This design comes from an exercise in tuning for small area on the open sky130 flow, not from production work. In this exercise RTL edits were held to simulation tests only and were not proved equivalent to the original. In every run shown here, the design's own scripts or RTL, not TritonCTS, make the clock network. The flow treats the clock pin as an ideal source. Dropping or thinning the clock tree relies on that and would not hold on a real chip. Power and IR drop assume default switching activity.

`flow/flow/abc/k1.abc`:
```
strash
dch -f
amap
strash
dch -f
amap
strash
dch -f
amap
strash
dch -f
amap
strash
dch -f
amap
topo
```
`flow/flow/abc/d1.abc`:
```
strash
dch -f
amap
strash
dch -f
amap
strash
dch -f
amap
topo
```
`flow/flow/abc/d5.abc`:
```
strash
dch -f
amap
strash
dch -f
amap
strash
dch -f
amap
strash
dch -f
amap
topo
```
`flow/flow/run.sh`:
```
#!/bin/bash
# Layout flow: the standard flow (standard.sh) with these changes:
#  - synthesis is ORFS's synthesis script without the half-adder extraction
#    step, and with ABC run with each area-oriented script in flow/abc/,
#    keeping the smallest mapping (flow/abc_best.tcl);
#  - the ports are buffered with the smallest buffer (buf_1);
#  - the clock is buffered by flow/cts_hook.tcl (three or four clock buffers, each
#    driving a nearby group of flip-flops) instead of TritonCTS;
#  - the repair steps may use only small buffers (flow/small_bufs.tcl), and
#    cells whose *_1 size has the area of their *_0 size use the *_1 size
#    (flow/pre_resize.tcl).
# Each tool's full output is in the ORFS logs under orfs/logs/, and make's in
# the *.log files here.
set -euo pipefail
HERE=$(pwd)
FLOWDIR=$HERE/flow

# Synthesis script: ORFS's synth.tcl with ABC run by flow/abc_best.tcl.
sed "s|  log_cmd abc {\*}\$abc_args|  set area_abc_scripts [lsort [glob $FLOWDIR/abc/*.abc]]\n  source $FLOWDIR/abc_best.tcl|" \
  "$FLOW_HOME/scripts/synth.tcl" > "$HERE/area_synth.tcl"
grep -q "abc_best.tcl" "$HERE/area_synth.tcl"
sed "s|source \$::env(SCRIPTS_DIR)/synth.tcl|source $HERE/area_synth.tcl|" \
  "$HERE/synth_recipe.tcl" > "$HERE/area_synth_recipe.tcl"
grep -q "area_synth.tcl" "$HERE/area_synth_recipe.tcl"

# standard.sh with that synthesis script and no adder mapping.
sed -e "s|SYNTH_SCRIPT=[^ ]*|SYNTH_SCRIPT=$HERE/area_synth_recipe.tcl ADDER_MAP_FILE=|" \
  "$HERE/standard.sh" > "$HERE/area_standard.sh"
grep -q "area_synth_recipe.tcl" "$HERE/area_standard.sh"

export BUFFER_PORTS_ARGS="-buffer_cell sky130_fd_sc_hd__buf_1"
export PRE_CTS_TCL="$FLOWDIR/cts_hook.tcl"
export PRE_GLOBAL_PLACE_TCL="$FLOWDIR/small_bufs.tcl"
export PRE_RESIZE_TCL="$FLOWDIR/pre_resize.tcl"
export PRE_GLOBAL_ROUTE_TCL="$FLOWDIR/small_bufs.tcl"

bash "$HERE/area_standard.sh" > "$HERE/flow_make.log" 2>&1
```
`flow/flow/clkbuf.tcl`:
```
# Manual clock buffering: split the flip-flops on net clk into CLKB_N groups by
# k-means on their placed locations, and drive each group from its own
# CLKB_CELL buffer placed at the group's centre; the buffers' inputs are on clk.
proc manual_clock_buffers {n cell} {
  set db [ord::get_db]; set block [[$db getChip] getBlock]
  set net [$block findNet clk]
  set pts {}
  foreach it [$net getITerms] {
    set loc [[$it getInst] getLocation]
    lappend pts [list [lindex $loc 0] [lindex $loc 1] $it]
  }
  set pts [lsort -integer -index 0 $pts]
  set m [llength $pts]
  # initial centres: evenly spaced in x order
  set cs {}
  for {set g 0} {$g < $n} {incr g} {
    set e [lindex $pts [expr {int(($g + 0.5) * $m / $n)}]]
    lappend cs [list [lindex $e 0] [lindex $e 1]]
  }
  set cap [expr {int(ceil(double($m) / $n))}]
  for {set iter 0} {$iter < 30} {incr iter} {
    # balanced assignment: greedy by distance, each group at most cap sinks
    set pairs {}
    set i 0
    foreach p $pts {
      set g 0
      foreach c $cs {
        set d [expr {abs([lindex $p 0] - [lindex $c 0]) + abs([lindex $p 1] - [lindex $c 1])}]
        lappend pairs [list $d $i $g]
        incr g
      }
      incr i
    }
    set pairs [lsort -integer -index 0 $pairs]
    set asg [lrepeat $m -1]; set cnt [lrepeat $n 0]
    foreach pr $pairs {
      lassign $pr d i g
      if {[lindex $asg $i] >= 0} continue
      if {[lindex $cnt $g] >= $cap} continue
      lset asg $i $g; lset cnt $g [expr {[lindex $cnt $g] + 1}]
    }
    set ncs {}
    for {set g 0} {$g < $n} {incr g} {
      set sx 0; set sy 0; set k 0
      for {set i 0} {$i < $m} {incr i} {
        if {[lindex $asg $i] == $g} { set p [lindex $pts $i]; incr sx [lindex $p 0]; incr sy [lindex $p 1]; incr k }
      }
      if {$k > 0} { lappend ncs [list [expr {$sx / $k}] [expr {$sy / $k}]] } else { lappend ncs [lindex $cs $g] }
    }
    set cs $ncs
  }
  set master [$db findMaster $cell]
  set insts {}
  for {set g 0} {$g < $n} {incr g} {
    set inst [odb::dbInst_create $block $master clkbuf_manual_$g]
    set nn [odb::dbNet_create $block clk_manual_$g]
    $nn setSigType CLOCK
    for {set i 0} {$i < $m} {incr i} {
      if {[lindex $asg $i] == $g} { set it [lindex [lindex $pts $i] 2]; $it disconnect; $it connect $nn }
    }
    [$inst findITerm A] connect $net
    [$inst findITerm X] connect $nn
    $inst setLocation [lindex [lindex $cs $g] 0] [lindex [lindex $cs $g] 1]
    $inst setPlacementStatus PLACED
    $inst setSourceType TIMING
    lappend insts $inst
  }
  return $insts
}

# Clock slew at the flip-flops each buffer drives, from placement parasitics.
proc manual_clock_group_slew {inst} {
  set mx 0
  set nn [[$inst findITerm X] getNet]
  foreach it [$nn getITerms] {
    if {[$it isOutputSignal]} continue
    set p [get_pins [[$it getInst] getName]/[[$it getMTerm] getName]]
    set s [get_property $p slew_max]
    if {$s > $mx} { set mx $s }
  }
  return $mx
}

# Size each clock buffer up, one step at a time, until the clock slew at its
# flip-flops is at most max_slew (ns) by the placement estimate.
proc manual_clock_buffer_sizes {insts sizes max_slew} {
  foreach inst $insts {
    set i 0
    while {1} {
      estimate_parasitics -placement
      set s [manual_clock_group_slew $inst]
      set m [[$inst getMaster] getName]
      puts "clock buffer [$inst getName] $m: [llength [[[$inst findITerm X] getNet] getITerms]] pins, slew [format %.3f $s]"
      set i [lsearch $sizes $m]
      if {$s <= $max_slew || $i < 0 || $i + 1 >= [llength $sizes]} break
      replace_cell [get_cells [$inst getName]] [lindex $sizes [expr {$i + 1}]]
    }
  }
}

# Undo manual_clock_buffers: put the flip-flops back on clk and delete the
# buffers and their nets.
proc manual_clock_undo {insts} {
  set block [[[ord::get_db] getChip] getBlock]
  set net [$block findNet clk]
  foreach inst $insts {
    set nn [[$inst findITerm X] getNet]
    foreach it [$nn getITerms] {
      if {[$it getInst] eq $inst} continue
      $it disconnect
      $it connect $net
    }
    odb::dbInst_destroy $inst
    odb::dbNet_destroy $nn
  }
}

proc manual_clock_area {insts} {
  set a 0
  foreach inst $insts {
    set m [$inst getMaster]
    set a [expr {$a + [$m getWidth] * [$m getHeight]}]
  }
  return $a
}

proc manual_clock_max_slew {insts} {
  estimate_parasitics -placement
  set mx 0
  foreach inst $insts {
    set s [manual_clock_group_slew $inst]
    if {$s > $mx} { set mx $s }
  }
  return $mx
}

# Try each {groups first_cell} configuration, sizing buffers up as needed to
# meet max_slew, and keep the one with the least buffer area.
proc manual_clock_tree {configs sizes max_slew} {
  set best ""
  set best_area 0
  foreach cfg $configs {
    lassign $cfg n cell
    set insts [manual_clock_buffers $n $cell]
    manual_clock_buffer_sizes $insts $sizes $max_slew
    set a [manual_clock_area $insts]
    set s [manual_clock_max_slew $insts]
    puts "clock configuration $n x $cell: buffer area [expr {$a / 1e6}] um2, slew [format %.3f $s]"
    manual_clock_undo $insts
    if {$s <= $max_slew && ($best eq "" || $a < $best_area)} {
      set best $cfg
      set best_area $a
    }
  }
  if {$best eq ""} { set best [lindex $configs end] }
  lassign $best n cell
  puts "clock configuration chosen: $n x $cell"
  set insts [manual_clock_buffers $n $cell]
  manual_clock_buffer_sizes $insts $sizes $max_slew
  return $insts
}
```
`flow/flow/small_bufs.tcl`:
```
# Hook for the steps that repair slew, capacitance and timing: keep the
# resizer to small buffers, so that an overloaded net gets a small buffer or a
# stronger driver instead of a large buffer.
set_dont_use {sky130_fd_sc_hd__buf_4 sky130_fd_sc_hd__buf_6 sky130_fd_sc_hd__buf_8
  sky130_fd_sc_hd__buf_12 sky130_fd_sc_hd__buf_16 sky130_fd_sc_hd__bufbuf_8
  sky130_fd_sc_hd__bufbuf_16}
```
`flow/flow/abc/r12.abc`:
```
strash
dch -f
amap
strash
dch -f
amap
strash
dch -f
amap
strash
dch -f
amap
strash
dch -f
amap
strash
dch -f
amap
strash
dch -f
amap
strash
dch -f
amap
strash
dch -f
amap
strash
dch -f
amap
strash
dch -f
amap
strash
dch -f
amap
strash
dch -f
amap
topo
```
`flow/flow/abc/b2.abc`:
```
strash
dch -f
amap
strash
dch -f
amap
topo
```
`flow/flow/abc/b4.abc`:
```
strash
dc2
dch -f
amap
topo
```
`flow/flow/abc/g3.abc`:
```
strash
dch -f
amap
strash
dch -f
amap
strash
balance; rewrite; refactor; balance; rewrite; rewrite -z; balance; refactor -z; rewrite -z; balance
dch -f
amap
topo
```
`flow/design.v`:
```
module timer #(
    parameter timerBaseAddr = 0,
    parameter timerbits = 16,
    parameter addrWidth = 32
) (
    input sel,
    enable,
    reset,
    clk,
    write,
    input logic [addrWidth-1:0] addr,
    input logic [timerbits-1:0] wdata,
    output logic [timerbits-1:0] rdata,
    output logic ready,
    slverr
);
  logic [1:0] apb_state;
  logic [timerbits-1:0] current_value;
  logic [timerbits-1:0] max_value_n;   
  wire [timerbits-1:0] max_value = ~max_value_n;
  logic pause;
  logic start;
  logic complete;   
  wire running = start && !complete;   
  wire [addrWidth-1:0] offs = addr - timerBaseAddr;
  wire in_range = (offs[addrWidth-1:2] == 0) && !(offs[1] && offs[0]);
  wire a_goal = offs[0];   
  wire a_curr = offs[1];   
  wire a_stat = !offs[1] && !offs[0];
  wire se = sel && enable;
  wire is_write = apb_state == 2'b10;
  wire is_read = apb_state == 2'b11;
  wire wr_cycle = reset && in_range && is_write && se;
  wire rd_cycle = reset && in_range && is_read && se;
  wire wr_stat = wr_cycle && a_stat;
  wire wr_goal = wr_cycle && a_goal;
  wire equal = current_value == max_value;
  wire goal_keep = reset && !wr_goal;
  wire [timerbits-1:0] goal_next_n = ~(({timerbits{wr_goal}} & wdata) |
                                   ({timerbits{goal_keep}} & max_value));
  wire cnt_keep = reset && !(wr_stat && !wdata[0]);
  wire [timerbits-1:0] carry;
  assign carry[0] = running && !pause;
  genvar i;
  generate
    for (i = 1; i < timerbits; i = i + 1) begin : g_carry
      assign carry[i] = carry[i-1] && current_value[i-1];
    end
  endgenerate
  wire [timerbits-1:0] cnt_next = {timerbits{cnt_keep}} & (current_value ^ carry);
  wire stat_keep = reset && !wr_stat;
  wire pause_next = (wr_stat && wdata[1]) || (stat_keep && pause);
  wire start_next = (wr_stat && wdata[0]) || (stat_keep && start);
  wire complete_next = stat_keep && (complete || (start && equal));
  wire bus_keep = reset && !in_range;
  wire bus_step = reset && in_range;
  logic [1:0] apb_next;
  always_comb begin
    case (apb_state)
      2'b00: apb_next = sel ? 2'b01 : 2'b00;
      2'b01: apb_next = se ? (write ? 2'b10 : 2'b11) : 2'b01;
      default: apb_next = se ? apb_state : 2'b00;
    endcase
    apb_next = ({2{bus_step}} & apb_next) | ({2{bus_keep}} & apb_state);
  end
  wire ready_next = (bus_step && apb_state[1]) || (bus_keep && ready);
  wire slverr_next = (bus_step && is_write && (slverr || (se && a_curr))) ||
                     (bus_keep && slverr);
  wire rd_keep = bus_keep || (bus_step && is_read && !se);
  wire rd_goal = rd_cycle && a_goal;
  wire rd_curr = rd_cycle && a_curr;
  wire rd_stat = rd_cycle && a_stat;
  wire [3:0] status = {complete, running, pause, start};
  wire [timerbits-1:0] rdata_next = ({timerbits{rd_goal}} & max_value) |
                                    ({timerbits{rd_curr}} & current_value) |
                                    ({timerbits{rd_stat}} & {{(timerbits-4){1'b0}}, status}) |
                                    ({timerbits{rd_keep}} & rdata);
  always @(posedge clk) begin
    apb_state <= apb_next;
    current_value <= cnt_next;
    max_value_n <= goal_next_n;
    pause <= pause_next;
    start <= start_next;
    complete <= complete_next;
    rdata <= rdata_next;
    ready <= ready_next;
    slverr <= slverr_next;
  end
endmodule
```
`flow/constraint.sdc`:
```
create_clock -name core_clock -period 4.0 [get_ports {clk}]
set_input_delay 0.8000 -clock core_clock [delete_from_list [all_inputs] [get_ports {clk}]]
set_output_delay 0.8000 -clock core_clock [all_outputs]
set_load 0.01 [all_outputs]
```
`flow/flow/cts_hook.tcl`:
```
# PRE_CTS hook: buffer the clock by hand instead of TritonCTS. The clock port
# drives three or four clock buffers; each drives a nearby group of
# flip-flops. Three buffers are used if the clock slew at the flip-flops
# stays low enough by the placement estimate, else four; a buffer is sized
# up if its flip-flops' clock slew would be high.
source [file join [file dirname [info script]] small_bufs.tcl]
source [file join [file dirname [info script]] clkbuf.tcl]
set_propagated_clock [all_clocks]
set clock_buffers [manual_clock_tree \
  {{3 sky130_fd_sc_hd__clkbuf_8} {4 sky130_fd_sc_hd__clkbuf_8}} \
  {sky130_fd_sc_hd__clkbuf_8 sky130_fd_sc_hd__clkbuf_16} 0.118]
proc clock_tree_synthesis {args} {
  puts "clock_tree_synthesis skipped: the clock was buffered by cts_hook.tcl"
}
```
`flow/flow/abc_best.tcl`:
```
# Sourced by the synthesis script in place of its single ABC run: map the
# design with each ABC script in area_abc_scripts and keep the smallest result.
design -save area_pre_abc
set area_best ""
set area_best_val 0
set area_stat [file join $::env(RESULTS_DIR) area_abc_stat.txt]
foreach area_script $area_abc_scripts {
  design -load area_pre_abc
  log_cmd abc {*}[lreplace $abc_args 1 1 $area_script]
  tee -q -o $area_stat stat {*}$lib_args
  set fh [open $area_stat]
  set txt [read $fh]
  close $fh
  if {![regexp {Chip area for module '[^']*': ([0-9.]+)} $txt -> a]} {
    error "no area from stat after $area_script"
  }
  puts "ABC script $area_script: area $a"
  if {$area_best eq "" || $a < $area_best_val} {
    set area_best $area_script
    set area_best_val $a
    design -save area_best_abc
  }
}
design -load area_best_abc
puts "Chosen ABC script $area_best: area $area_best_val"
```
`flow/flow/pre_resize.tcl`:
```
# PRE_RESIZE hook, before repair_design: the *_0 sizes of these cells have
# the same area as their *_1 sizes but drive less, so use the *_1 sizes, and
# keep the resizer to small buffers.
source [file join [file dirname [info script]] small_bufs.tcl]
foreach inst [get_cells *] {
  set m [get_property $inst ref_name]
  if {[regexp {^(sky130_fd_sc_hd__(o21ai|and2|or2|a21boi|o311ai))_0$} $m -> base]} {
    replace_cell $inst ${base}_1
  }
}
```
`flow/standard.sh`:
```
#!/bin/bash
# synth_recipe.tcl (not shown) runs the flow's synth.tcl, then flattens the netlist and writes it again
# the make line also repeats each setting of config.mk as NAME=value (left out here)
make -C /OpenROAD-flow-scripts/flow DESIGN_CONFIG=/design/flow/config.mk WORK_HOME=/design/flow/orfs CLKGATE_MAP_FILE= SYNTH_SCRIPT=/design/flow/synth_recipe.tcl "${@:-finish}"
```
`flow/config.mk`:
```
export PLATFORM = sky130hd
export DESIGN_NAME = timer
export DESIGN_NICKNAME = timer
export VERILOG_FILES = /design/flow/design.v
export SDC_FILE = /design/flow/constraint.sdc
export NUM_CORES = 4
export LEC_CHECK = 0
export CAP_MARGIN = 10
export CORE_MARGIN = 2
export CORE_UTILIZATION = 60
export GPL_TIMING_DRIVEN = 0
export SLEW_MARGIN = 10
```
`flow/flow/abc/g6.abc`:
```
strash
dch -f
map -a
strash
dch -f
map -a
strash
dch -f
amap
topo
```
`flow/flow/abc/g8.abc`:
```
strash
fraig
balance -l
dch -f
amap
strash
balance -l
dch -f
amap
topo
```
`flow/flow/abc/k3.abc`:
```
strash
dch -f
amap
strash
dch -f
amap
strash
dch -f
map -a
strash
dch -f
amap
topo
```
`flow/flow/abc/d7.abc`:
```
strash
dch -f
map -a
strash
dch -f
amap
topo
```
==> results of run 1 <==
==> cell families after synthesis <==
group	after synthesis	share of synthesized area (%)
buffers and inverters	20	3.57
and+or+nand+nor	86	17.0
AOI/OAI and AO/OA	85	27.1
DFF	55	52.3
==> tightest hold or removal path, cell delays in order, from the launching register on <==
cell and delay (ns):
dfxtp_1 0.33, nand2_1 0.05, nand2_1 0.04
==> placed cells by master, fill, tap and decap left out <==
master     instances
buf_1             70
clkbuf_8           3
clkinv_1          20
nor4_1             6
clkbuf_2           1
a211oi_1           8
a22oi_1            7
a221o_1            1
nor3_1             8
o32ai_1            3
o221ai_1           9
o22ai_1            2
a311oi_1           1
o211ai_1           1
nand3_1            3
a21oi_1           21
a2111oi_0          2
o21ai_1           18
o21ai_2            1
o21a_1             1
nand4_1            2
nor2_1            42
nor2_2             1
dfxtp_1           55
a221oi_1           3
o2111ai_1          1
nand2_1           24
a22o_1             3
a222oi_1           2
o31ai_2            1
buf_2              1
==> flip-flops by register name, indices dropped and copies added, names as in the netlist <==
name	count
current_value	16
max_value_n	16
rdata	16
apb_state	2
complete	1
pause	1
ready	1
slverr	1
start	1
==> area by class of cell, without the clock buffers <==
| class | instances | area share [%] |
|---|---|---|
| multi-input cells | 171 | 37.7 |
| inverters | 20 | 3.02 |
| well taps | 46 | 2.32 |
| flip-flops and latches | 55 | 44.3 |
| repair buffers | 72 | 11.0 |
==> worst max path at each step <==
stage / start / to / slack, ns
after detailed placement: addr[21] / current_value[8] / 0.15
final: addr[13] / current_value[1] / 0.43
after global placement: addr[21] / rdata[1] / 0.03
after global routing: addr[13] / current_value[1] / 0.10
after CTS: addr[21] / current_value[15] / 0.32
after floorplan: addr[21] / current_value[15] / 0.88
==> power by group <==
group	switching [uW]	total (uW)	internal [uW]	leakage, uW
Sequential	0.00000189	547	547	0.000443
Clock	135	206	70.0	0.0000216
Combinational	22.3	37.5	15.2	0.000320
==> metal layers <==
| metal | vias to the layer above | part of all wire (%) | track usage [%] |
|---|---|---|---|
| li1 | 1067 | - | - |
| met1 | 953 | 47 | 36.1 |
| met2 | 60 | 47 | 43.0 |
| met3 | 5 | 4.6 | 1.43 |
| met4 | 0 | 0.83 | 3.26 |
| met5 | - | 0 | 0 |
==> through the flow <==
| stage | hold WS, ns | instance area (um2) |
|---|---|---|
| after floorplan | 0.465 | 2100 |
| after global routing | 0.488 | 2490 |
| after global placement | 0.435 | 2420 |
| final | 0.453 | 2490 |
| after detailed placement | 0.436 | 2430 |
| after CTS | 0.455 | 2470 |
==> insert_results.sql, run 1 <==
INSERT INTO impl_metrics (metric_group, metric, value, unit) VALUES
('critical_path', 'crit_cells', '12', ''),
('power_and_ir_drop', 'vdd_drop_max', '0.349', 'mV'),
('detailed_routing', 'dr_total_vias', '2085', ''),
('sta', 'maxSlewViolCount', '0', ''),
('critical_path', 'crit_path_capture_type', 'flip-flop', ''),
('sta', 'final_critical_path_time_including_i_o_delays_and_setup', '3.57', 'ns'),
('detailed_routing', 'postRouteAntennaNets', '0', ''),
('critical_path', 'worstReg2RegStart', 'start', ''),
('critical_path', 'setup.reg_to_reg.worst_slack', '0.61', 'ns'),
('logic_synthesis', 'number_of_register_bits_inferred_by_synthesis', '55', ''),
('min_path', 'hold_class', 'reg -> reg', ''),
('logic_synthesis', 'synth_cell_types', '25', ''),
('sta', 'fin_worst_skew', '0.00452', 'ns'),
('floorplan', 'boundaryPins', '71', ''),
('sta', 'setup_violators_final', '0', ''),
('min_path', 'min-delay-start', 'ready', ''),
('sta', 'setup_tns', '0', 'ns'),
('logic_synthesis', 'synth.largest_area_cell', 'dfxtp_1', ''),
('logic_synthesis', 'synth.net_count', '299', ''),
('finish', 'area.sequential', '1100', 'um2'),
('power_and_ir_drop', 'report.power.total', '790', 'uW'),
('clock_tree', 'post_cts_buffers', '0', ''),
('logic_synthesis', 'netlist_instances', '246', ''),
('detailed_routing', 'wirelength', '5.08', 'mm'),
('critical_path', 'critPathArrivalTime', '3.63', 'ns'),
('global_route', 'global_route.overflow_total', '0', ''),
('logic_synthesis', 'post_synth.cell_area_avg', '8.55', 'um2'),
('critical_path', 'total_buffers_and_inverters_traversed_by_the_critical_path', '2', ''),
('detailed_routing', 'drt_iter0_drc', '157', ''),
('floorplan', 'std_cell_rows', '21', ''),
('logic_synthesis', 'synth-seq-area-share', '52.3', '%'),
('logic_synthesis', 'async_reset_ff_share', '0', '%'),
('clock_tree', 'cts-resized-gates', '0', ''),
('logic_synthesis', 'yosysMostFrequentCell', 'dfxtp_1', ''),
('finish', 'antenna-diode-count', '0', ''),
('clock_tree', 'hold_buffers', '0', ''),
('finish', 'final_layout_size_suffix_gt1_share', '2.49', '%'),
('global_route', 'antenna_found_initial', '0', ''),
('global_route', 'grt_pass1_wl', '8.33', 'mm'),
('finish', 'area_of_the_multi_input_gates', '938', 'um2'),
('power_and_ir_drop', 'power_density', '318', 'nW/um2'),
('logic_synthesis', 'synthFlopType', 'dfxtp_1', ''),
('sta', 'max_freq', '0.280', 'GHz'),
('global_route', 'groute.usage.overall', '25.1', '%'),
('logic_synthesis', 'ys_warn_count', '1', ''),
('logic_synthesis', 'synth_top_cell_area_share', '52.3', '%'),
('detailed_routing', 'detail_route.wl_per_cell', '13.9', 'um'),
('critical_path', 'required', '4.06', 'ns'),
('detailed_routing', 'drc_errors', '0', ''),
('global_route', 'vias_in_the_first_global_route', '1873', ''),
('place', 'place_inst', '363', ''),
('sta', 'post-route-period-util', '89.2', '%'),
('place', 'gpl.final_weighted_congestion', '0.867', ''),
('floorplan', 'die_area', '3990', 'um2'),
('clock_tree', 'clock_slew_seen_by_the_registers_of_the_worst_setup_and_hold_paths', '0.11', 'ns'),
('place', 'place_hpwl', '3.81', 'mm'),
('global_route', 'grt_start_max_net_pins', '20', ''),
('detailed_routing', 'post_drt_via_cell_ratio', '5.68', ''),
('logic_synthesis', 'synthTopCellsByCount', '55 x dfxtp_1, 43 x nor2_1, 24 x nand2_1', ''),
('critical_path', 'critical_path_class', 'in -> reg', ''),
('sta', 'max_slew_margin', '48.8', '%'),
('run', 'max-cap-violations', '0', ''),
('finish', 'fin_nets', '376', ''),
('floorplan', 'die_x', '63.2', 'um'),
('finish', 'fillCellCount', '282', ''),
('min_path', 'hold-path-endpoint', 'ready', ''),
('place', 'dpl_worst_slack', '0.152', 'ns'),
('floorplan', 'starting_density_of_the_core', '62.5', '%'),
('floorplan', 'chipHeight', '63.2', 'um'),
('critical_path', 'r2r_end', 'current_value[15]', ''),
('status', 'status', 'finished clean', '');
==> run 2, diff against run 1 <==
--- a/flow/config.mk
+++ b/flow/config.mk
@@ -5,8 +5,8 @@
 export SDC_FILE = /design/flow/constraint.sdc
 export NUM_CORES = 4
 export LEC_CHECK = 0
-export CAP_MARGIN = 10
+export CAP_MARGIN = 15
 export CORE_MARGIN = 2
 export CORE_UTILIZATION = 60
 export GPL_TIMING_DRIVEN = 0
-export SLEW_MARGIN = 10
+export SLEW_MARGIN = 15
==> run 2 against run 1 <==
Still clean. Clock skew is 0.0018 ns higher. Total power decreased by 0.69%. Die area stayed put. Register-to-register slack lost 0.02 ns. Sequential share of layout area is the same. Routed wire length about the same. Clock power is 3% lower. Via count rose by 1.2%. Largest power group unchanged. Highest routed layer unchanged.
==> insert_results.sql, run 2 <==
INSERT INTO impl_metrics (metric_group, metric, value, unit) VALUES
('min_path', 'hold_class', 'reg -> reg', ''),
('sta', 'setup_tns', '0', 'ns'),
('power_and_ir_drop', 'vdd_drop_max', '0.349', 'mV'),
('sta', 'max_slew_margin', '44.6', '%'),
('floorplan', 'boundaryPins', '71', ''),
('logic_synthesis', 'ys_warn_count', '1', ''),
('logic_synthesis', 'synthTopCellsByCount', '55 x dfxtp_1, 43 x nor2_1, 24 x nand2_1', ''),
('logic_synthesis', 'top_cells_by_area_in_the_synthesized_netlist', 'dfxtp_1 52%, nor2_1 7.7%, a21oi_1 5.0%', ''),
('floorplan', 'starting_density_of_the_core', '62.5', '%'),
('critical_path', 'r2r_end', 'current_value[15]', ''),
('critical_path', 'critPathArrivalTime', '3.76', 'ns'),
('finish', 'largest_registers', 'current_value: 16 flops, max_value_n: 16 flops, rdata: 16 flops', ''),
('finish', 'antenna-diode-count', '0', ''),
('power_and_ir_drop', 'power_density', '316', 'nW/um2'),
('logic_synthesis', 'synth_cell_types', '25', ''),
('place', 'place_hpwl', '3.86', 'mm'),
('power_and_ir_drop', 'leakagePower', '0.000785', 'uW'),
('detailed_routing', 'post_drt_via_cell_ratio', '5.75', ''),
('logic_synthesis', 'async_reset_ff_share', '0', '%'),
('detailed_routing', 'dr_total_vias', '2111', ''),
('floorplan', 'chipHeight', '63.2', 'um'),
('critical_path', 'reg2reg_depth', '18', ''),
('floorplan', 'std_cell_rows', '21', ''),
('logic_synthesis', 'synth_enable_flop_cells', '0', ''),
('finish', 'syn_to_final_growth', '18.2', '%'),
('logic_synthesis', 'post_synth.cell_area_avg', '8.55', 'um2'),
('detailed_routing', 'detail_route.first_pass.iterations', '4', ''),
('global_route', 'vias_in_the_first_global_route', '1894', ''),
('logic_synthesis', 'synthFlopType', 'dfxtp_1', ''),
('logic_synthesis', 'synth.largest_area_cell', 'dfxtp_1', ''),
('sta', 'rsz0062_at_grt', 'false', ''),
('critical_path', 'worst_setup_path_endpoint', 'current_value[3]', ''),
('clock_tree', 'clock_slew_seen_by_the_registers_of_the_worst_setup_and_hold_paths', '0.11', 'ns'),
('critical_path', 'worstReg2RegStart', 'start', ''),
('logic_synthesis', 'yosysMostFrequentCell', 'dfxtp_1', ''),
('logic_synthesis', 'number_of_register_bits_inferred_by_synthesis', '55', ''),
('sta', 'maxSlewViolCount', '0', ''),
('sta', 'final_critical_path_time_including_i_o_delays_and_setup', '3.71', 'ns'),
('clock_tree', 'cts-resized-gates', '0', ''),
('global_route', 'grt_start_max_net_pins', '20', ''),
('floorplan', 'die_x', '63.2', 'um'),
('critical_path', 'worst-path-max-fanout', '10', ''),
('finish', 'final_common_cell', 'buf_1', ''),
('detailed_routing', 'postRouteAntennaNets', '0', ''),
('logic_synthesis', 'netlist_instances', '246', ''),
('sta', 'worst_pin_slew', '0.830', 'ns'),
('finish', 'utilization', '73.9', '%'),
('critical_path', 'setup.reg_to_reg.worst_slack', '0.59', 'ns'),
('global_route', 'antenna_found_initial', '0', ''),
('sta', 'timing_hold_violations_final', '0', ''),
('critical_path', 'critical_path_class', 'in -> reg', ''),
('detailed_routing', 'drt_iter0_drc', '167', ''),
('run', 'max-cap-violations', '0', ''),
('sta', 'post-route-period-util', '92.8', '%'),
('critical_path', 'required', '4.05', 'ns'),
('clock_tree', 'worst_skew_pair.late_latency', '0.16', 'ns'),
('place', 'portBuffers', '70', ''),
('status', 'status', 'finished clean', ''),
('critical_path', 'critical_path.startpoint_type', 'primary input', ''),
('detailed_routing', 'drc_errors', '0', ''),
('logic_synthesis', 'synth_top_cell_area_share', '52.3', '%'),
('floorplan', 'die_area', '3990', 'um2'),
('clock_tree', 'hold_buffers', '0', ''),
('finish', 'final_layout_size_suffix_gt1_share', '2.49', '%'),
('finish', 'fillCellCount', '289', ''),
('detailed_routing', 'detail_route.wl_per_cell', '13.9', 'um'),
('global_route', 'groute.usage.overall', '25.5', '%'),
('global_route', 'global_route.overflow_total', '0', ''),
('place', 'gpl.final_weighted_congestion', '0.867', ''),
('logic_synthesis', 'synth-seq-area-share', '52.3', '%'),
('logic_synthesis', 'synth_area', '2100', 'um2'),
('sta', 'setup_violators_final', '0', ''),
('sta', 'fin_worst_skew', '0.00635', 'ns'),
('logic_synthesis', 'synth.net_count', '299', ''),
('floorplan', 'core_area', '3360', 'um2'),
('clock_tree', 'post_cts_buffers', '0', ''),
('global_route', 'grt_pass1_wl', '8.47', 'mm'),
('critical_path', 'crit_start', 'addr[13]', ''),
('min_path', 'hold_path_depth', '2', ''),
('finish', 'fin_nets', '376', ''),
('detailed_routing', 'wirelength', '5.09', 'mm'),
('sta', 'max_freq', '0.269', 'GHz'),
('finish', 'layout_common_cells', '70 x buf_1, 55 x dfxtp_1, 42 x nor2_1, 24 x nand2_1, 21 x a21oi_1', ''),
('critical_path', 'crit_path_capture_type', 'flip-flop', '');
==> run 2: how the worst min path moves through the flow <==
stage / startpoint / endpoint / slack, ns
2_1_floorplan: max_value_n[14] / rdata[14] / 0.46
3_3_place_gp: ready / ready / 0.44
3_5_place_dp: ready / ready / 0.44
4_1_cts: ready / ready / 0.45
6_report: ready / ready / 0.45
5_1_grt: ready / ready / 0.50
==> run 2: final cells by class, without the clock buffers <==
cell class	count	area (um2)	area share, %
inverters	20	75.1	3.02
well taps	46	57.6	2.32
flip-flops and latches	55	1100	44.3
repair buffers	72	273	11.0
multi-input cells	171	938	37.7
==> run 2: logic make-up (layout without fill, tap and decap cells) <==
family | Yosys count | in the layout | share of synthesized area [%]
AOI/OAI and AO/OA | 85 | 85 | 27.1
buffers and inverters | 20 | 95 | 3.57
DFF | 55 | 55 | 52.3
and+or+nand+nor | 86 | 86 | 17.0
==> run 2: power breakdown <==
group | internal [uW] | switching, uW | total (uW)
clock network | 69.9 | 130 | 200
registers | 547 | 0.00000191 | 547
logic | 15.2 | 22.2 | 37.4
==> run 2: metal layers <==
layer / up-vias / GRT usage, % / share of wire (%)
met2: 77 / 45.3 / 48
met5: - / 0 / 0
li1: 1064 / - / -
met3: 5 / 2.68 / 7.2
met4: 0 / 2.72 / 0.55
met1: 965 / 34.9 / 44
==> run 2: critical path: stages <==
cell and delay (ns):
buf_1 0.07, nor4_1 0.32, nand4_1 0.13, a211oi_1 0.36, nand3_1 0.25, nor2_1 0.18, nand2_1 0.15, nor3_1 0.30
nor2_1 0.15, a21oi_1 0.67, buf_2 0.31, a211oi_1 0.06
==> run 2: metrics by stage <==
stage                     power (uW)  cell area, um2  worst slack, ns  instances  hold slack (ns)
after floorplan                  571            2100            0.877        246            0.465
after global routing             813            2490           0.0290        367            0.498
after CTS                        788            2480            0.400        367            0.454
final                            785            2490            0.289        367            0.452
after detailed placement         597            2440            0.224        364            0.436
after global placement           595            2420           0.0305        362            0.435
==> run 3, diff against run 2 <==
--- a/flow/config.mk
+++ b/flow/config.mk
@@ -5,8 +5,8 @@
 export SDC_FILE = /design/flow/constraint.sdc
 export NUM_CORES = 4
 export LEC_CHECK = 0
-export CAP_MARGIN = 15
+export CAP_MARGIN = 20
 export CORE_MARGIN = 2
 export CORE_UTILIZATION = 60
 export GPL_TIMING_DRIVEN = 0
-export SLEW_MARGIN = 15
+export SLEW_MARGIN = 20
removed: flow/flow/abc/d5.abc
removed: flow/flow/abc/k1.abc
removed: flow/flow/abc/k3.abc
removed: flow/flow/abc/r12.abc
==> run 3 against run 2 <==
Clock skew grew 0.0027 ns. Flip-flop and latch count unchanged. Largest cell class unchanged. Combinational power fell by 3%. Global-route usage is 0.13 points lower. Hold slack better by 0.016 ns. Via count grew 0.57%. First-iteration DRC count down 41%. Clock power grew 2%. Critical path depth is the same.
==> insert_results.sql, run 3 <==
INSERT INTO impl_metrics (metric_group, metric, value, unit) VALUES
('floorplan', 'die_x', '63.3', 'um'),
('finish', 'area_of_the_multi_input_gates', '957', 'um2'),
('logic_synthesis', 'synth_cell_types', '26', ''),
('clock_tree', 'worst_skew_pair.late_latency', '0.17', 'ns'),
('floorplan', 'std_cell_rows', '21', ''),
('floorplan', 'die_area', '4010', 'um2'),
('sta', 'post-route-period-util', '88.6', '%'),
('critical_path', 'critical-path-slowest-cell', 'a21oi_2', ''),
('logic_synthesis', 'top_cells_by_area_in_the_synthesized_netlist', 'dfxtp_1 52%, nor2_1 8.2%, a21oi_1 5.7%', ''),
('critical_path', 'cp_top_family', 'simple AND/OR/NAND/NOR gates', ''),
('power_and_ir_drop', 'power_density', '317', 'nW/um2'),
('critical_path', 'max_stage_delay', '0.57', 'ns'),
('sta', 'rsz0062_at_grt', 'false', ''),
('critical_path', 'crit_path_capture_type', 'flip-flop', ''),
('finish', 'final_common_cell', 'buf_1', ''),
('finish', 'fin_nets', '376', ''),
('sta', 'fin_worst_skew', '0.00908', 'ns'),
('place', 'gpl.final_weighted_congestion', '0.886', ''),
('place', 'place_inst', '364', ''),
('detailed_routing', 'dr_total_vias', '2123', ''),
('global_route', 'antenna_found_initial', '0', ''),
('finish', 'final_layout_size_suffix_gt1_share', '2.18', '%'),
('logic_synthesis', 'async_reset_ff_share', '0', '%'),
('detailed_routing', 'wirelength', '5.07', 'mm'),
('critical_path', 'critPathArrivalTime', '3.57', 'ns'),
('power_and_ir_drop', 'vdd_drop_max', '0.271', 'mV'),
('detailed_routing', 'drt_iter0_drc', '99', ''),
('detailed_routing', 'detail_route.first_pass.iterations', '4', ''),
('finish', 'antenna-diode-count', '0', ''),
('logic_synthesis', 'netlist_instances', '248', ''),
('global_route', 'vias_in_the_first_global_route', '1876', ''),
('min_path', 'hold_class', 'reg -> reg', ''),
('logic_synthesis', 'synth_area', '2110', 'um2'),
('logic_synthesis', 'number_of_register_bits_inferred_by_synthesis', '55', ''),
('place', 'portBuffers', '70', ''),
('power_and_ir_drop', 'report.power.total', '788', 'uW'),
('logic_synthesis', 'synthFlopType', 'dfxtp_1', ''),
('critical_path', 'required', '4.02', 'ns'),
('floorplan', 'core_area', '3360', 'um2'),
('status', 'status', 'finished clean', ''),
('finish', 'area.sequential', '1100', 'um2'),
('critical_path', 'total_buffers_and_inverters_traversed_by_the_critical_path', '1', ''),
('run', 'max-cap-violations', '0', ''),
('floorplan', 'starting_density_of_the_core', '62.8', '%'),
('sta', 'max_freq', '0.282', 'GHz'),
('finish', 'finalInstanceArea', '2490', 'um2'),
('clock_tree', 'post_cts_buffers', '0', ''),
('logic_synthesis', 'yosysMostFrequentCell', 'dfxtp_1', ''),
('sta', 'maxSlewViolCount', '0', ''),
('logic_synthesis', 'synth.largest_area_cell', 'dfxtp_1', ''),
('critical_path', 'path_cells', 'buf_1, nor4_1, nand4_1, a21oi_1, nand4_1, or2_1, nor3_1, nand3_1, nor3_1, nor2_1, a21oi_2, a211oi_1', ''),
('global_route', 'grt_pass1_wl', '8.45', 'mm'),
('floorplan', 'chipHeight', '63.3', 'um'),
('floorplan', 'boundaryPins', '71', ''),
('finish', 'fin_cells', '367', ''),
('global_route', 'grt_start_max_net_pins', '20', ''),
('global_route', 'groute.usage.overall', '25.4', '%'),
('detailed_routing', 'drc_errors', '0', ''),
('sta', 'final_critical_path_time_including_i_o_delays_and_setup', '3.54', 'ns'),
('power_and_ir_drop', 'leakagePower', '0.000778', 'uW'),
('place', 'postPlaceCellArea', '2450', 'um2'),
('logic_synthesis', 'synth.net_count', '301', ''),
('place', 'place_hpwl', '3.83', 'mm'),
('finish', 'layout_common_cells', '70 x buf_1, 55 x dfxtp_1, 45 x nor2_1, 23 x a21oi_1, 20 x o21ai_1', ''),
('sta', 'setup_violators_final', '0', ''),
('critical_path', 'worst-path-max-fanout', '16', ''),
('logic_synthesis', 'synth-seq-area-share', '52.1', '%'),
('critical_path', 'critical_path.startpoint_type', 'primary input', ''),
('finish', 'largest_registers', 'current_value: 16 flops, max_value_n: 16 flops, rdata: 16 flops', ''),
('global_route', 'global_route.overflow_total', '0', ''),
('logic_synthesis', 'post_synth.cell_area_avg', '8.52', 'um2'),
('detailed_routing', 'postRouteAntennaNets', '0', ''),
('critical_path', 'setup.reg_to_reg.worst_slack', '0.51', 'ns'),
('detailed_routing', 'detail_route.wl_per_cell', '13.8', 'um'),
('sta', 'timing_hold_violations_final', '0', ''),
('finish', 'fillCellCount', '297', ''),
('sta', 'max_slew_margin', '49.5', '%'),
('clock_tree', 'cts-resized-gates', '0', ''),
('clock_tree', 'clock_slew_seen_by_the_registers_of_the_worst_setup_and_hold_paths', '0.11', 'ns'),
('logic_synthesis', 'synthTopCellsByCount', '55 x dfxtp_1, 46 x nor2_1, 24 x a21oi_1', ''),
('logic_synthesis', 'synth_enable_flop_cells', '0', ''),
('logic_synthesis', 'ys_warn_count', '1', ''),
('critical_path', 'critical_path_class', 'in -> reg', ''),
('sta', 'worst_pin_slew', '0.758', 'ns'),
('clock_tree', 'hold_buffers', '0', ''),
('detailed_routing', 'post_drt_via_cell_ratio', '5.78', ''),
('logic_synthesis', 'synth_top_cell_area_share', '52.1', '%'),
('finish', 'syn_to_final_growth', '17.8', '%');
[run 3: cell count changes after synthesis, sizes merged, moves of 3 or more]
| cell | before | now |
|---|---|---|
| a21oi | 21 | 24 |
| nand2 | 24 | 16 |
| nor2 | 43 | 46 |
| o21ai | 19 | 22 |
| o22ai | 2 | 5 |
[run 3: logic make-up (layout without fill, tap and decap cells)]
kind of cell,after synthesis,in the layout,synth area share [%]
AO/OA/AOI/OAI,89,89,27.1
flip-flops,55,55,52.1
AND/OR/NAND/NOR,86,86,17.6
buffers and inverters,18,91,3.20
[run 3: cell type report, without the clock buffers]
cell class,instances,share of cell area [%]
multi-input combinational,175,38.5
sequential,55,44.3
timing repair buffer,70,10.6
tap,46,2.31
inverter,18,2.72
[run 3: path summary, 6_finish.rpt]
kind           start                end  depth (start not counted)
min            ready              ready                          1
max reg2reg    start  current_value[15]                         19
min reg2reg    ready              ready                          1
max          addr[9]  current_value[15]                         12
[run 3: stage by stage]
| stage | setup slack, ns | util, % | hold WS (ns) | TNS (ns) |
|---|---|---|---|---|
| final | 0.456 | 74.0 | 0.467 | 0 |
| after global routing | 0.0377 | 74.0 | 0.500 | 0 |
| after CTS | 0.457 | 74.0 | 0.472 | 0 |
| after detailed placement | 0.279 | 72.7 | 0.445 | 0 |
| after global placement | -0.166 | 72.3 | 0.437 | -3.69 |
| after floorplan | 0.760 | - | 0.458 | 0 |
[run 3: per-layer routing]
metal	track usage (%)	vias to the layer above	wire length, um
met1	34.6	967	2360
met5	0	-	0
li1	-	1073	-
met3	1.25	4	308
met4	1.63	0	40
met2	46.6	79	2360
[run 3: report_power, final]
part / switching [uW] / internal, uW
sequential: 0.00000181 / 547
combinational: 22.0 / 14.4
clock: 134 / 70.0
total: 156 / 632
==> run 4, diff against run 3 <==
--- a/flow/design.v
+++ b/flow/design.v
@@ -19,9 +19,8 @@
   logic [timerbits-1:0] max_value_n;   
   wire [timerbits-1:0] max_value = ~max_value_n;
   logic pause;
-  logic start;
+  logic running;    
   logic complete;   
-  wire running = start && !complete;   
   wire [addrWidth-1:0] offs = addr - timerBaseAddr;
   wire in_range = (offs[addrWidth-1:2] == 0) && !(offs[1] && offs[0]);
   wire a_goal = offs[0];   
@@ -50,8 +49,8 @@
   wire [timerbits-1:0] cnt_next = {timerbits{cnt_keep}} & (current_value ^ carry);
   wire stat_keep = reset && !wr_stat;
   wire pause_next = (wr_stat && wdata[1]) || (stat_keep && pause);
-  wire start_next = (wr_stat && wdata[0]) || (stat_keep && start);
-  wire complete_next = stat_keep && (complete || (start && equal));
+  wire running_next = (wr_stat && wdata[0]) || (stat_keep && running && !equal);
+  wire complete_next = stat_keep && (complete || (running && equal));
   wire bus_keep = reset && !in_range;
   wire bus_step = reset && in_range;
   logic [1:0] apb_next;
@@ -70,7 +69,7 @@
   wire rd_goal = rd_cycle && a_goal;
   wire rd_curr = rd_cycle && a_curr;
   wire rd_stat = rd_cycle && a_stat;
-  wire [3:0] status = {complete, running, pause, start};
+  wire [3:0] status = {complete, running, pause, running | complete};
   wire [timerbits-1:0] rdata_next = ({timerbits{rd_goal}} & max_value) |
                                     ({timerbits{rd_curr}} & current_value) |
                                     ({timerbits{rd_stat}} & {{(timerbits-4){1'b0}}, status}) |
@@ -80,7 +79,7 @@
     current_value <= cnt_next;
     max_value_n <= goal_next_n;
     pause <= pause_next;
-    start <= start_next;
+    running <= running_next;
     complete <= complete_next;
     rdata <= rdata_next;
     ready <= ready_next;
--- a/flow/flow/cts_hook.tcl
+++ b/flow/flow/cts_hook.tcl
@@ -8,7 +8,7 @@
 set_propagated_clock [all_clocks]
 set clock_buffers [manual_clock_tree \
   {{3 sky130_fd_sc_hd__clkbuf_8} {4 sky130_fd_sc_hd__clkbuf_8}} \
-  {sky130_fd_sc_hd__clkbuf_8 sky130_fd_sc_hd__clkbuf_16} 0.118]
+  {sky130_fd_sc_hd__clkbuf_8 sky130_fd_sc_hd__clkbuf_16} 0.110]
 proc clock_tree_synthesis {args} {
   puts "clock_tree_synthesis skipped: the clock was buffered by cts_hook.tcl"
 }
--- a/flow/config.mk
+++ b/flow/config.mk
@@ -7,6 +7,6 @@
 export LEC_CHECK = 0
 export CAP_MARGIN = 20
 export CORE_MARGIN = 2
-export CORE_UTILIZATION = 60
+export CORE_UTILIZATION = 70
 export GPL_TIMING_DRIVEN = 0
 export SLEW_MARGIN = 20
==> run 4 against run 3 <==
Cell area is 1.2% higher. Clock power is 11% higher. Combinational power is 2% higher. Total power is 2.8% higher. Critical path depth is 4 lower. Register-to-register slack better by 0.28 ns. Die area is 13% lower. Via count is 0.19% lower. Synthesized cell count is 0.40% higher. Highest routed layer unchanged.
==> insert_results.sql, run 4 <==
INSERT INTO impl_metrics (metric_group, metric, value, unit) VALUES
('critical_path', 'crit_path_capture_type', 'flip-flop', ''),
('clock_tree', 'worst_skew_pair.late_latency', '0.15', 'ns'),
('sta', 'timing_hold_violations_final', '0', ''),
('power_and_ir_drop', 'vdd_drop_max', '0.343', 'mV'),
('place', 'gpl.final_weighted_congestion', '0.835', ''),
('detailed_routing', 'wirelength', '5.20', 'mm'),
('finish', 'utilization', '84.5', '%'),
('status', 'status', 'finished clean', ''),
('global_route', 'antenna_found_initial', '0', ''),
('global_route', 'groute.usage.overall', '29.9', '%'),
('critical_path', 'critical-path-slowest-cell', 'nor3_2', ''),
('power_and_ir_drop', 'p_seq_share', '67.5', '%'),
('detailed_routing', 'postRouteAntennaNets', '0', ''),
('detailed_routing', 'detail_route.first_pass.iterations', '4', ''),
('critical_path', 'worst-path-max-fanout', '9', ''),
('critical_path', 'total_buffers_and_inverters_traversed_by_the_critical_path', '2', ''),
('finish', 'area.sequential', '1100', 'um2'),
('place', 'place_inst', '353', ''),
('floorplan', 'boundaryPins', '71', ''),
('global_route', 'global_route.overflow_total', '0', ''),
('critical_path', 'critical_path.startpoint_type', 'primary input', ''),
('logic_synthesis', 'synthTopCellsByCount', '55 x dfxtp_1, 42 x nor2_1, 25 x a21oi_1, 25 x nand2_1, 20 x o21ai_0', ''),
('logic_synthesis', 'synth_cell_types', '30', ''),
('power_and_ir_drop', 'switching_share', '19.3', '%'),
('logic_synthesis', 'synth_enable_flop_cells', '0', ''),
('detailed_routing', 'dr_total_vias', '2119', ''),
('global_route', 'grt_start_max_net_pins', '17', ''),
('logic_synthesis', 'yosysMostFrequentCell', 'dfxtp_1', ''),
('place', 'place_hpwl', '3.90', 'mm'),
('sta', 'maxSlewViolCount', '0', ''),
('sta', 'rsz0062_at_grt', 'false', ''),
('power_and_ir_drop', 'comb_power_share', '4.6', '%'),
('logic_synthesis', 'top_cells_by_area_in_the_synthesized_netlist', 'dfxtp_1 52%, nor2_1 7.4%, a21oi_1 5.9%', ''),
('min_path', 'hold_class', 'reg -> reg', '');
## run 4: cell count changes after synthesis, moves of 3 or more
cell and delta:
nand2_1 +9, nor2_1 -4, o221ai_1 +3, nor3_1 -4
a22o_1 -3, nor2b_1 +3, o22ai_1 -3, nand4_1 -3
## run 4: area by class of cell, without the clock buffers
type                       count  area share [%]
timing repair buffer          71            10.6
tap                           33            1.64
inverter                      18            2.68
sequential                    55            43.7
multi-input combinational    176            39.1
## run 4: metrics by stage
stage          TNS [ns]  cell area [um2]  power, uW  setup WS, ns
5_1_grt               0             2520        835        0.0876
3_5_place_dp      -4.77             2450        595        -0.250
4_1_cts               0             2510        808         0.271
2_1_floorplan         0             2130        570         0.181
6_report              0             2520        810         0.314
3_3_place_gp     -16.05             2440        594        -0.519
## run 4: timing repair
| action | CTS | global route |
|---|---|---|
| endpoints found under the setup margin | 25 | 9 |
| gates resized for setup | 2 | 1 |
| endpoints found under the hold margin | 0 | 0 |
## run 4: power groups by stage
stage | Sequential, uW | Combinational, uW | Clock, uW
after CTS | 547 | 36.1 | 225
after floorplan | 560 | 10.6 | 0
after global routing | 547 | 41.3 | 247
after global placement | 560 | 34.1 | 0
after detailed placement | 560 | 35.7 | 0
final | 547 | 37.1 | 226
## run 4: cells by family (layout without fill, tap and decap cells)
| logic type | Yosys count | in the layout | synth area share, % |
|---|---|---|---|
| compound gates | 88 | 88 | 27.6 |
| simple gates | 88 | 88 | 17.6 |
| flops | 55 | 55 | 51.6 |
| buf+inv | 18 | 93 | 3.17 |
## run 4: worst register-to-register path, cell delays in order (launching register included)
cell and delay [ns]:
dfxtp_1 0.34, clkinv_1 0.10, nor2_1 0.18, nand2_1 0.12, nor2_1 0.20, nand2_1 0.12, nor2_1 0.18, nand2_1 0.11
nor2_1 0.19, nand2_1 0.12, nor2_1 0.21, nand2_1 0.12, nor2_1 0.18, nand2_1 0.11, nor2_1 0.17, nand2_1 0.12
nor2_1 0.19, nand2_1 0.11, a221oi_1 0.25
## run 4: worst paths after layout
kind | startpoint | endpoint | depth (start not counted)
min reg2reg | ready | ready | 1
max | addr[4] | rdata[2] | 8
min | ready | ready | 1
max reg2reg | running | current_value[15] | 18
## run 4: layer usage
layer  global-route usage (%)  share of wire [%]  vias up
li1                         -                  -     1083
met1                     40.2                 45      968
met2                     51.8                 51       64
met3                     2.40                3.8        4
met4                     7.14               0.69        0
met5                        0                  0        -

[port drivers added, routing unchanged]
Ports are ideal in the flow. The routed layouts listed here were re-timed in OpenROAD. Step 1, drivers: a clkbuf_16 drives clk and a buf_2 each remaining input, both assumed. Step 2 also shifts input and output timing later by t, the mid clock arrival at the registers, as if the neighbouring blocks saw the same clock. a / b / c = ideal ports / drivers / drivers and shift; a / b = the first two.
| run | t, ns | setup slack, ns | worst setup path at the end |
|---|---|---|---|
| run 1 | 0.206 | 0.431 / 0.453 / 0.247 | input to register |
| run 2 | 0.203 | 0.289 / 0.311 / 0.108 | input to register |
| run 3 | 0.208 | 0.456 / 0.480 / 0.272 | input to register |
| run 4 | 0.198 | 0.314 / 0.343 / 0.145 | input to register |
After both steps setup and hold are still met in every run listed.
